This is an optimization exercise on Yosys and OpenROAD, whose aim is small area, not a production implementation. At most, simulation tests tie the RTL to the original design; equivalence was not proved.

==> inputs of fjord <==
// pst_brain_v2
module pst_brain_v2 (
    input  wire        clk,
    input  wire        rst_n,
    input  wire [7:0]  cur0, cur1, cur2, cur3,
    output wire [7:0]  phase0, phase1, phase2, phase3,
    output wire [2:0]  winner,
    output wire [7:0]  winner_score,
    output wire [7:0]  winner_rel,
    output wire [7:0]  w_ab, w_ac, w_ad, w_bc, w_bd, w_cd,
    output wire [7:0]  seq_slot_A, seq_slot_B,
    output wire        seq_force_valid,
    output wire [7:0]  seq_force_pred,
    output wire [7:0]  pred_out,
    output wire [7:0]  pred_err,
    output wire        reward_out,
    output wire [2:0]  gamma_cnt,
    output wire        theta_tick,
    output wire        episode_last,
    output wire [2:0]  ep_winner,
    output wire [3:0]  ep_strength,
    output wire        ep_valid,
    output wire        exploit_mode,
    output wire        explore_mode,
    output wire [1:0]  confidence_level,
    output wire [2:0]  theta_cnt,
    output wire        delta_tick,
    output wire [2:0]  topic_winner,
    output wire [2:0]  topic_strength,
    output wire        topic_valid,
    output wire        err_explore
);
clock: 40.0 ns
lec_check: 0
abc_area: 1
cap_margin: 20
core_margin: 2
core_utilization: 40
slew_margin: 20
standard.sh (not shown) runs the stock make flow with config.mk's settings and CLKGATE_MAP_FILE= SYNTH_SCRIPT=/design/flow/synth_recipe.tcl, a recipe that flattens the netlist after the stock synthesis.
==> flow/flow/run.sh <==
#!/bin/bash
# Own layout flow: the standard layout (standard.sh, unchanged synthesis),
# with two layout choices changed:
#  - the port buffers that buffer_ports inserts use the smallest buffer cell
#  - the clock tree is built from clkbuf_8 clusters without dummy loads
# Each tool's output is kept in a log file in the work folder.
set -euo pipefail
export BUFFER_PORTS_ARGS="-buffer_cell sky130_fd_sc_hd__buf_1"
export CTS_ARGS="-sink_clustering_enable -repair_clock_nets -sink_clustering_size 10 -sink_clustering_max_diameter 50 -buf_list sky130_fd_sc_hd__clkbuf_4 -root_buf sky130_fd_sc_hd__clkbuf_16 -tree_buf sky130_fd_sc_hd__clkbuf_8 -sink_clustering_buffer sky130_fd_sc_hd__clkbuf_4 -dont_use_dummy_load"
bash standard.sh synth > synth.log 2>&1
bash standard.sh > layout.log 2>&1
==> sierra: changes against fjord <==
--- a/flow/design.v
+++ b/flow/design.v
@@ -185,21 +185,23 @@
     reg        mm20_r, mm40_r, eq_r;
     reg  [3:0] stab;
     reg  [47:0] w;
     reg  [20:0] ews;
     reg  [11:0] tws;
-    wire       dph = gcnt[0];           
+    reg        dph;
     reg  [7:0] sA, sB, fpred, my_pred, pout, perr;
     reg        lw, fvalid;
     reg  [1:0] ezc;
+    reg        reward;
     reg  [2:0] ehc;
+    reg        exploit_r;
     reg  [1:0] conf;
     reg  [2:0] epw;
     reg  [3:0] eps;
+    reg        epv;
     reg  [2:0] tw, ts;
-    wire epv = |eps;
-    wire tv  = |ts;
+    reg        tv;
     wire err_forced = (ehc >= 3'd5);
     wire in_mm      = ~(stab >= 4'd10) & mm20_r;
     wire explore    = err_forced | in_mm | (epv & (eps <= 4'd5) & (conf <= 2'd2));
     wire ctx_gate   = fvalid | explore | mm40_r;
     reg  [7:0] bs, wa;
@@ -300,20 +302,22 @@
     wire       wf     = lfa | lfb;
     wire [8:0] ldiff  = addc(lpa, ~lpb, 1'b1);
     wire [7:0] lr     = ldiff[7:0];
     wire       lclose = lr[7] ? gt8(lr, 8'd225) : ~gt8(lr, 8'd30);
     wire       prot    = tv & ~explore;
-    wire [8:0] ltp     = addc(wsel, {4'b0, reward_out, ~reward_out, 2'b0}, 1'b0);
+    wire [8:0] ltp     = addc(wsel, {4'b0, reward, ~reward, 2'b0}, 1'b0);
     wire [7:0] ltpc    = gt8(ltp[7:0], 8'd190) ? 8'd190 : ltp[7:0];
     wire [8:0] ltdm    = addc(wsel, 8'hFD, 1'b1);
     wire [7:0] ltd     = gt8(wsel, 8'd82) ? ltdm[7:0] : 8'd80;
     wire       dolearn = lfa & lfb & lclose & (lr[7] | ((|lr) & ~prot));
     wire [7:0] lval    = lr[7] ? ltpc : ltd;
     always @(posedge clk or negedge rst_n) begin
         if (!rst_n) begin
             w   <= {6{8'd128}};
+            dph <= 1'b0;
         end else begin
+            dph <= dph ^ cs;
             for (i = 0; i < 6; i = i + 1) begin
                 if (cs & ~dph & dolearn & (winner_r == i))
                     w[8*i +: 8] <= lval;
                 else
                     w[8*i +: 8] <= decr(w[8*i +: 8], cs & dph & ~prot & gt8(w[8*i +: 8], 8'd80));
@@ -381,50 +385,58 @@
     assign pred_out = pout;
     assign pred_err = perr;
     always @(posedge clk or negedge rst_n) begin
         if (!rst_n) begin
             ezc    <= 2'd0;
+            reward <= 1'b0;
             ehc    <= 3'd0;
         end else if (cs) begin
             if (perr < 8'd5) begin
                 ezc    <= (ezc == 2'd3) ? 2'd3 : ezc + 2'd1;
+                reward <= ezc[1];
             end else begin
                 ezc    <= 2'd0;
+                reward <= 1'b0;
             end
             if (perr > 8'd50) begin
                 if (ehc < 3'd5) ehc <= ehc + 3'd1;
             end else begin
                 ehc <= 3'd0;
             end
         end
     end
-    assign reward_out  = &ezc;
+    assign reward_out  = reward;
     assign err_explore = err_forced;
     always @(posedge clk or negedge rst_n) begin
         if (!rst_n) begin
+            exploit_r <= 1'b0;
             conf      <= 2'd0;
         end else if (tht && epv) begin
             if (eps >= 4'd6) begin
                 conf      <= 2'd3;
+                exploit_r <= 1'b1;
             end else begin
                 conf      <= (conf == 2'd3) ? 2'd2 : 2'd1;
+                exploit_r <= 1'b0;
             end
         end
     end
-    assign exploit_mode     = &conf;
+    assign exploit_mode     = exploit_r;
     assign explore_mode     = explore;
     assign confidence_level = conf;
     always @(posedge clk) begin
         ews <= {ews[17:0], (cs ? winner_r : ews[20:18])};
     end
     always @(posedge clk or negedge rst_n) begin
         if (!rst_n) begin
             epw <= 3'd0;
             eps <= 4'd0;
+            epv <= 1'b0;
         end else if (tht) begin
             epw <= emi;
             eps <= emv;
+            epv <= 1'b1;
         end
     end
     assign ep_winner   = epw;
     assign ep_strength = eps;
     assign ep_valid    = epv;
@@ -433,13 +445,15 @@
     end
     always @(posedge clk or negedge rst_n) begin
         if (!rst_n) begin
             tw  <= 3'd0;
             ts  <= 3'd0;
+            tv  <= 1'b0;
         end else if (dlt) begin
             if (tmv >= 3'd3) tw <= tmi;
             ts  <= tmv;
+            tv  <= 1'b1;
         end
     end
     assign topic_winner   = tw;
     assign topic_strength = ts;
     assign topic_valid    = tv;
==> flow/flow/run.sh (replaced) <==
#!/bin/bash
# Own layout flow: the standard layout (standard.sh, unchanged synthesis),
# with two layout choices changed:
#  - the port buffers that buffer_ports inserts use the smallest buffer cell
#  - the clock tree is built from clkbuf_8 clusters without dummy loads
# Each tool's output is kept in a log file in the work folder.
set -euo pipefail
export BUFFER_PORTS_ARGS="-buffer_cell sky130_fd_sc_hd__buf_1"
export CTS_ARGS="-sink_clustering_enable -repair_clock_nets -sink_clustering_size 30 -sink_clustering_max_diameter 100 -buf_list sky130_fd_sc_hd__clkbuf_16 -dont_use_dummy_load"
bash standard.sh synth > synth.log 2>&1
bash standard.sh > layout.log 2>&1
--- a/flow/config.mk
+++ b/flow/config.mk
@@ -6,7 +6,7 @@
 export NUM_CORES = 4
 export LEC_CHECK = 0
 export ABC_AREA = 1
 export CAP_MARGIN = 20
 export CORE_MARGIN = 2
-export CORE_UTILIZATION = 40
+export CORE_UTILIZATION = 60
 export SLEW_MARGIN = 20
==> nickel: changes against fjord <==
--- a/flow/design.v
+++ b/flow/design.v
@@ -185,21 +185,23 @@
     reg        mm20_r, mm40_r, eq_r;
     reg  [3:0] stab;
     reg  [47:0] w;
     reg  [20:0] ews;
     reg  [11:0] tws;
-    wire       dph = gcnt[0];           
+    reg        dph;
     reg  [7:0] sA, sB, fpred, my_pred, pout, perr;
     reg        lw, fvalid;
     reg  [1:0] ezc;
+    reg        reward;
     reg  [2:0] ehc;
+    reg        exploit_r;
     reg  [1:0] conf;
     reg  [2:0] epw;
     reg  [3:0] eps;
+    reg        epv;
     reg  [2:0] tw, ts;
-    wire epv = |eps;
-    wire tv  = |ts;
+    reg        tv;
     wire err_forced = (ehc >= 3'd5);
     wire in_mm      = ~(stab >= 4'd10) & mm20_r;
     wire explore    = err_forced | in_mm | (epv & (eps <= 4'd5) & (conf <= 2'd2));
     wire ctx_gate   = fvalid | explore | mm40_r;
     reg  [7:0] bs, wa;
@@ -254,15 +256,12 @@
         if (sact & spass) begin
             if (sne & (sfirst | gt8(srel, wa))) wa <= srel;
             else if (sfirst)                    wa <= 8'd0;
         end
     end
-    wire [8:0] wad    = addc(wa, ~srel, 1'b1);
-    wire       d20    = gt8(wad[7:0], 8'd20);
-    wire       d40    = gt8(wad[7:0], 8'd40);
-    wire       mm20   = gt8(srel, 8'd235) ? (wad[8] | d20) : (wad[8] & d20);
-    wire       mm40   = gt8(srel, 8'd215) ? (wad[8] | d40) : (wad[8] & d40);
+    wire [8:0] srel20 = addc(srel, 8'd20, 1'b0);
+    wire [8:0] srel40 = addc(srel, 8'd40, 1'b0);
     always @(posedge clk or negedge rst_n) begin
         if (!rst_n) begin
             winner_r <= 3'd0;
             wscore_r <= 8'd0;
             wrel_r   <= 8'd0;
@@ -272,12 +271,12 @@
             stab     <= 4'd0;
         end else if (cs) begin
             winner_r <= bi;
             wscore_r <= sscore[7:0];
             wrel_r   <= srel;
-            mm20_r   <= mm20;
-            mm40_r   <= mm40;
+            mm20_r   <= gt8(wa, srel20[7:0]);
+            mm40_r   <= gt8(wa, srel40[7:0]);
             eq_r     <= (bi == winner_r);
             if (eq_r) stab <= (stab >= 4'd10) ? 4'd10 : stab + 4'd1;
             else      stab <= 4'd0;
         end
     end
@@ -300,20 +299,22 @@
     wire       wf     = lfa | lfb;
     wire [8:0] ldiff  = addc(lpa, ~lpb, 1'b1);
     wire [7:0] lr     = ldiff[7:0];
     wire       lclose = lr[7] ? gt8(lr, 8'd225) : ~gt8(lr, 8'd30);
     wire       prot    = tv & ~explore;
-    wire [8:0] ltp     = addc(wsel, {4'b0, reward_out, ~reward_out, 2'b0}, 1'b0);
+    wire [8:0] ltp     = addc(wsel, {4'b0, reward, ~reward, 2'b0}, 1'b0);
     wire [7:0] ltpc    = gt8(ltp[7:0], 8'd190) ? 8'd190 : ltp[7:0];
     wire [8:0] ltdm    = addc(wsel, 8'hFD, 1'b1);
     wire [7:0] ltd     = gt8(wsel, 8'd82) ? ltdm[7:0] : 8'd80;
     wire       dolearn = lfa & lfb & lclose & (lr[7] | ((|lr) & ~prot));
     wire [7:0] lval    = lr[7] ? ltpc : ltd;
     always @(posedge clk or negedge rst_n) begin
         if (!rst_n) begin
             w   <= {6{8'd128}};
+            dph <= 1'b0;
         end else begin
+            dph <= dph ^ cs;
             for (i = 0; i < 6; i = i + 1) begin
                 if (cs & ~dph & dolearn & (winner_r == i))
                     w[8*i +: 8] <= lval;
                 else
                     w[8*i +: 8] <= decr(w[8*i +: 8], cs & dph & ~prot & gt8(w[8*i +: 8], 8'd80));
@@ -381,50 +382,58 @@
     assign pred_out = pout;
     assign pred_err = perr;
     always @(posedge clk or negedge rst_n) begin
         if (!rst_n) begin
             ezc    <= 2'd0;
+            reward <= 1'b0;
             ehc    <= 3'd0;
         end else if (cs) begin
             if (perr < 8'd5) begin
                 ezc    <= (ezc == 2'd3) ? 2'd3 : ezc + 2'd1;
+                reward <= ezc[1];
             end else begin
                 ezc    <= 2'd0;
+                reward <= 1'b0;
             end
             if (perr > 8'd50) begin
                 if (ehc < 3'd5) ehc <= ehc + 3'd1;
             end else begin
                 ehc <= 3'd0;
             end
         end
     end
-    assign reward_out  = &ezc;
+    assign reward_out  = reward;
     assign err_explore = err_forced;
     always @(posedge clk or negedge rst_n) begin
         if (!rst_n) begin
+            exploit_r <= 1'b0;
             conf      <= 2'd0;
         end else if (tht && epv) begin
             if (eps >= 4'd6) begin
                 conf      <= 2'd3;
+                exploit_r <= 1'b1;
             end else begin
                 conf      <= (conf == 2'd3) ? 2'd2 : 2'd1;
+                exploit_r <= 1'b0;
             end
         end
     end
-    assign exploit_mode     = &conf;
+    assign exploit_mode     = exploit_r;
     assign explore_mode     = explore;
     assign confidence_level = conf;
     always @(posedge clk) begin
-        ews <= {ews[17:0], (cs ? winner_r : ews[20:18])};
+        if (cs) ews <= {ews[17:0], winner_r};
     end
     always @(posedge clk or negedge rst_n) begin
         if (!rst_n) begin
             epw <= 3'd0;
             eps <= 4'd0;
+            epv <= 1'b0;
         end else if (tht) begin
             epw <= emi;
             eps <= emv;
+            epv <= 1'b1;
         end
     end
     assign ep_winner   = epw;
     assign ep_strength = eps;
     assign ep_valid    = epv;
@@ -433,13 +442,15 @@
     end
     always @(posedge clk or negedge rst_n) begin
         if (!rst_n) begin
             tw  <= 3'd0;
             ts  <= 3'd0;
+            tv  <= 1'b0;
         end else if (dlt) begin
             if (tmv >= 3'd3) tw <= tmi;
             ts  <= tmv;
+            tv  <= 1'b1;
         end
     end
     assign topic_winner   = tw;
     assign topic_strength = ts;
     assign topic_valid    = tv;
==> flow/flow/run.sh (replaced) <==
#!/bin/bash
# Own layout flow: the standard layout (standard.sh, unchanged synthesis),
# with two layout choices changed:
#  - the port buffers that buffer_ports inserts use the smallest buffer cell
#  - the clock tree is built from clkbuf_4 clusters without dummy loads
# Each tool's output is kept in a log file in the work folder.
set -euo pipefail
export BUFFER_PORTS_ARGS="-buffer_cell sky130_fd_sc_hd__buf_1"
export CTS_ARGS="-sink_clustering_enable -repair_clock_nets -sink_clustering_size 12 -sink_clustering_max_diameter 60 -buf_list sky130_fd_sc_hd__clkbuf_8 -dont_use_dummy_load"
bash standard.sh synth > synth.log 2>&1
bash standard.sh > layout.log 2>&1
==> pepper: changes against fjord <==
--- a/flow/design.v
+++ b/flow/design.v
@@ -88,32 +88,10 @@
         input [7:0] r;
         begin
             crel = decr(r ^ {8{~r[7]}}, r[7]);
         end
     endfunction
-    function [3:0] pop8;
-        input [7:0] b;
-        reg sa, ca, sb, cb, sc, cc, cd, se, ce, cf;
-        begin
-            {ca, sa} = b[0] + b[1] + b[2];
-            {cb, sb} = b[3] + b[4] + b[5];
-            {cc, sc} = b[6] + b[7] + sa;
-            {cd, pop8[0]} = sb + sc;
-            {ce, se} = ca + cb + cc;
-            {cf, pop8[1]} = se + cd;
-            {pop8[3], pop8[2]} = ce + cf;
-        end
-    endfunction
-    function [2:0] pop5;
-        input [4:0] b;
-        reg sa, ca, cb;
-        begin
-            {ca, sa} = b[0] + b[1] + b[2];
-            {cb, pop5[0]} = b[3] + b[4] + sa;
-            {pop5[2], pop5[1]} = ca + cb;
-        end
-    endfunction
     reg [7:0] gph;
     reg       cs;
     always @(posedge clk or negedge rst_n) begin
         if (!rst_n) begin
             gph <= 8'd0;
@@ -227,37 +205,43 @@
     wire       sb1   = ~explore & tv  & (tw  == si);
     wire [8:0] ssum1 = addc({1'b0, srel[7:1]}, {2'b0, (ctx_gate ? 6'd0 : sw)}, 1'b0);
     wire [8:0] sscore = addc(ssum1[7:0], {5'b0, sb2, sb1, 1'b0}, 1'b0);
     wire       sne   = (gph[2:0] != bi);
     wire [2:0] vc = gph[2:0];
-    wire [7:0] em = {winner_r == vc, ews[20:18] == vc, ews[17:15] == vc, ews[14:12] == vc,
-                     ews[11:9] == vc, ews[8:6] == vc, ews[5:3] == vc, ews[2:0] == vc};
-    wire [4:0] tm = {epw == vc, tws[11:9] == vc, tws[8:6] == vc, tws[5:3] == vc, tws[2:0] == vc};
-    wire [3:0] sevp = pop8(em);
-    wire [2:0] stvp = pop5(tm);
     reg  [3:0] emv;
     reg  [2:0] emi, tmi, tmv;
     always @(posedge clk) begin
         if (sact & ~spass) begin
             if (sfirst | gt8(sscore[7:0], bs)) begin
                 bs <= sscore[7:0];
                 bi <= si;
             end
-            if (sfirst | gt8({4'b0, sevp}, {4'b0, emv})) begin
-                emv <= sevp;
-                emi <= gph[2:0];
-            end
-            if (sfirst | gt8({5'b0, stvp}, {5'b0, tmv})) begin
-                tmv <= stvp;
-                tmi <= gph[2:0];
-            end
         end
         if (sact & spass) begin
             if (sne & (sfirst | gt8(srel, wa))) wa <= srel;
             else if (sfirst)                    wa <= 8'd0;
         end
     end
+    wire       ewin  = (gph[7:6] == 2'b10) & ~(gph[5] & gph[4]);
+    wire       twin  = (gph[7:6] == 2'b11) & ~(gph[5] & gph[4]);
+    wire [2:0] ec    = gph[5:3];
+    wire       vlast = (gph[2:0] == 3'd7);
+    wire       vtail = twin ? (tws[11:9] == ec) : (ews[20:18] == ec);
+    reg  [2:0] ecnt;
+    wire [8:0] etot  = addc({5'b0, ecnt}, 8'd0, twin ? (epw == ec) : (winner_r == ec));
+    always @(posedge clk) begin
+        if (gph[2:0] == 3'd0)                     ecnt <= {2'b0, vtail};
+        else if (ewin ? ~vlast : ~gph[2])         ecnt <= ecnt + {2'b0, vtail};
+        if (ewin & vlast & ((ec == 3'd0) | gt8({4'b0, etot[3:0]}, {4'b0, emv}))) begin
+            emv <= etot[3:0];
+            emi <= ec;
+        end
+        if (twin & vlast & ((ec == 3'd0) | gt8({5'b0, etot[2:0]}, {5'b0, tmv}))) begin
+            tmv <= etot[2:0];
+            tmi <= ec;
+        end
+    end
     wire [8:0] wad    = addc(wa, ~srel, 1'b1);
     wire       d20    = gt8(wad[7:0], 8'd20);
     wire       d40    = gt8(wad[7:0], 8'd40);
     wire       mm20   = gt8(srel, 8'd235) ? (wad[8] | d20) : (wad[8] & d20);
     wire       mm40   = gt8(srel, 8'd215) ? (wad[8] | d40) : (wad[8] & d40);
@@ -300,16 +284,14 @@
     wire       wf     = lfa | lfb;
     wire [8:0] ldiff  = addc(lpa, ~lpb, 1'b1);
     wire [7:0] lr     = ldiff[7:0];
     wire       lclose = lr[7] ? gt8(lr, 8'd225) : ~gt8(lr, 8'd30);
     wire       prot    = tv & ~explore;
-    wire [8:0] ltp     = addc(wsel, {4'b0, reward_out, ~reward_out, 2'b0}, 1'b0);
-    wire [7:0] ltpc    = gt8(ltp[7:0], 8'd190) ? 8'd190 : ltp[7:0];
-    wire [8:0] ltdm    = addc(wsel, 8'hFD, 1'b1);
-    wire [7:0] ltd     = gt8(wsel, 8'd82) ? ltdm[7:0] : 8'd80;
+    wire [8:0] lsum    = addc(wsel, lr[7] ? {4'b0, reward_out, ~reward_out, 2'b0} : 8'hFE, 1'b0);
+    wire [7:0] lval    = lr[7] ? (gt8(lsum[7:0], 8'd190) ? 8'd190 : lsum[7:0])
+                               : (gt8(lsum[7:0], 8'd80)  ? lsum[7:0] : 8'd80);
     wire       dolearn = lfa & lfb & lclose & (lr[7] | ((|lr) & ~prot));
-    wire [7:0] lval    = lr[7] ? ltpc : ltd;
     always @(posedge clk or negedge rst_n) begin
         if (!rst_n) begin
             w   <= {6{8'd128}};
         end else begin
             for (i = 0; i < 6; i = i + 1) begin
@@ -427,11 +409,11 @@
     end
     assign ep_winner   = epw;
     assign ep_strength = eps;
     assign ep_valid    = epv;
     always @(posedge clk) begin
-        if (tht) tws <= {tws[8:0], epw};
+        if (tht | twin) tws <= {tws[8:0], (tht ? epw : tws[11:9])};
     end
     always @(posedge clk or negedge rst_n) begin
         if (!rst_n) begin
             tw  <= 3'd0;
             ts  <= 3'd0;
==> flow/flow/run.sh (replaced) <==
#!/bin/bash
# Own layout flow: the standard layout (standard.sh, unchanged synthesis),
# with two layout choices changed:
#  - the port buffers that buffer_ports inserts use the smallest buffer cell
#  - the clock tree is built from clkbuf_8 clusters without dummy loads
# Each tool's output is kept in a log file in the work folder.
set -euo pipefail
export BUFFER_PORTS_ARGS="-buffer_cell sky130_fd_sc_hd__buf_1"
export CTS_ARGS="-sink_clustering_enable -repair_clock_nets -sink_clustering_size 16 -sink_clustering_max_diameter 70 -buf_list sky130_fd_sc_hd__clkbuf_8 -dont_use_dummy_load"
bash standard.sh synth > synth.log 2>&1
bash standard.sh > layout.log 2>&1
--- a/flow/config.mk
+++ b/flow/config.mk
@@ -6,7 +6,7 @@
 export NUM_CORES = 4
 export LEC_CHECK = 0
 export ABC_AREA = 1
 export CAP_MARGIN = 20
 export CORE_MARGIN = 2
-export CORE_UTILIZATION = 40
+export CORE_UTILIZATION = 28
 export SLEW_MARGIN = 20
==> notes <==
In fjord the clock skew is higher than in pepper, by 0.017 ns. Critical path depth, highest first: fjord, pepper, sierra, nickel. Synthesized cell count, highest first: sierra, nickel, fjord, pepper. The highest hold slack belongs to nickel, the lowest to fjord.
==> figures <==
quantity	sierra	nickel	fjord	pepper
Result of the run	no timing/DRC/antenna violations	no timing/DRC/antenna violations	no timing/DRC/antenna violations	no timing/DRC/antenna violations
Post-DP HPWL	39.2 mm	41.5 mm	41.7 mm	43.8 mm
Relative area of clock buffers and inverters in the final design	0.0178	0.0243	0.0209	0.0191
Placeable core region	0.0324 mm2	0.0486 mm2	0.0476 mm2	0.0668 mm2
Destination of the critical timing path	my_pred[2]	bs[2]	sB[4]	sA[3]
Endpoint of the worst-slack reg-to-reg timing path	my_pred[2]	bs[2]	sB[4]	sA[3]
Vias in the first global route	14500	15000	15000	13900
Slowest cell on the critical path	sky130_fd_sc_hd__dfrtp_1	sky130_fd_sc_hd__dfrtp_1	sky130_fd_sc_hd__dfrtp_1	sky130_fd_sc_hd__nor2_2
Flop and latch count out of synthesis	335	335	330	333
Count of distinct cell types in the synthesized netlist	59	60	61	64
No functional check of the RTL was part of nickel.

-- static timing again, ports no longer ideal --
The flow's constraints put no driver on any port. The routed layouts listed below were extracted and timed again, unchanged, in two steps.
Step 1 assumes that a clkbuf_16 drives the clock port and a buf_2 every other input.
Step 2, shift: input delay + t, output delay - t, t = (earliest + latest rising clock arrival at the registers) / 2. This alone moves slack from input paths to output paths.
Slacks: ideal / step 1 / step 2; pairs: ideal / step 1.
| run | t, ns | setup WS [ns] | hold WS [ns] | worst register clock-pin slew, ns | pins driven straight from the clock port |
|---|---|---|---|---|---|
| fjord | 0.582 | 28.976 / 28.976 / 28.898 | 0.314 / 0.314 / 0.314 | 0.12 / 0.12 | 1 |
| sierra | 0.569 | 28.583 / 28.583 / 28.557 | 0.353 / 0.353 / 0.353 | 0.12 / 0.12 | 1 |
| nickel | 0.644 | 28.112 / 28.112 / 28.112 | 0.456 / 0.456 / 0.456 | 0.09 / 0.09 | 1 |
| pepper | 0.681 | 28.916 / 28.916 / 28.751 | 0.335 / 0.335 / 0.335 | 0.11 / 0.11 | 1 |
After both steps every run listed still meets setup and hold. The setup slack of pepper, which loses most, moves by 0.000 ns with the drivers and by -0.165 ns with both steps.
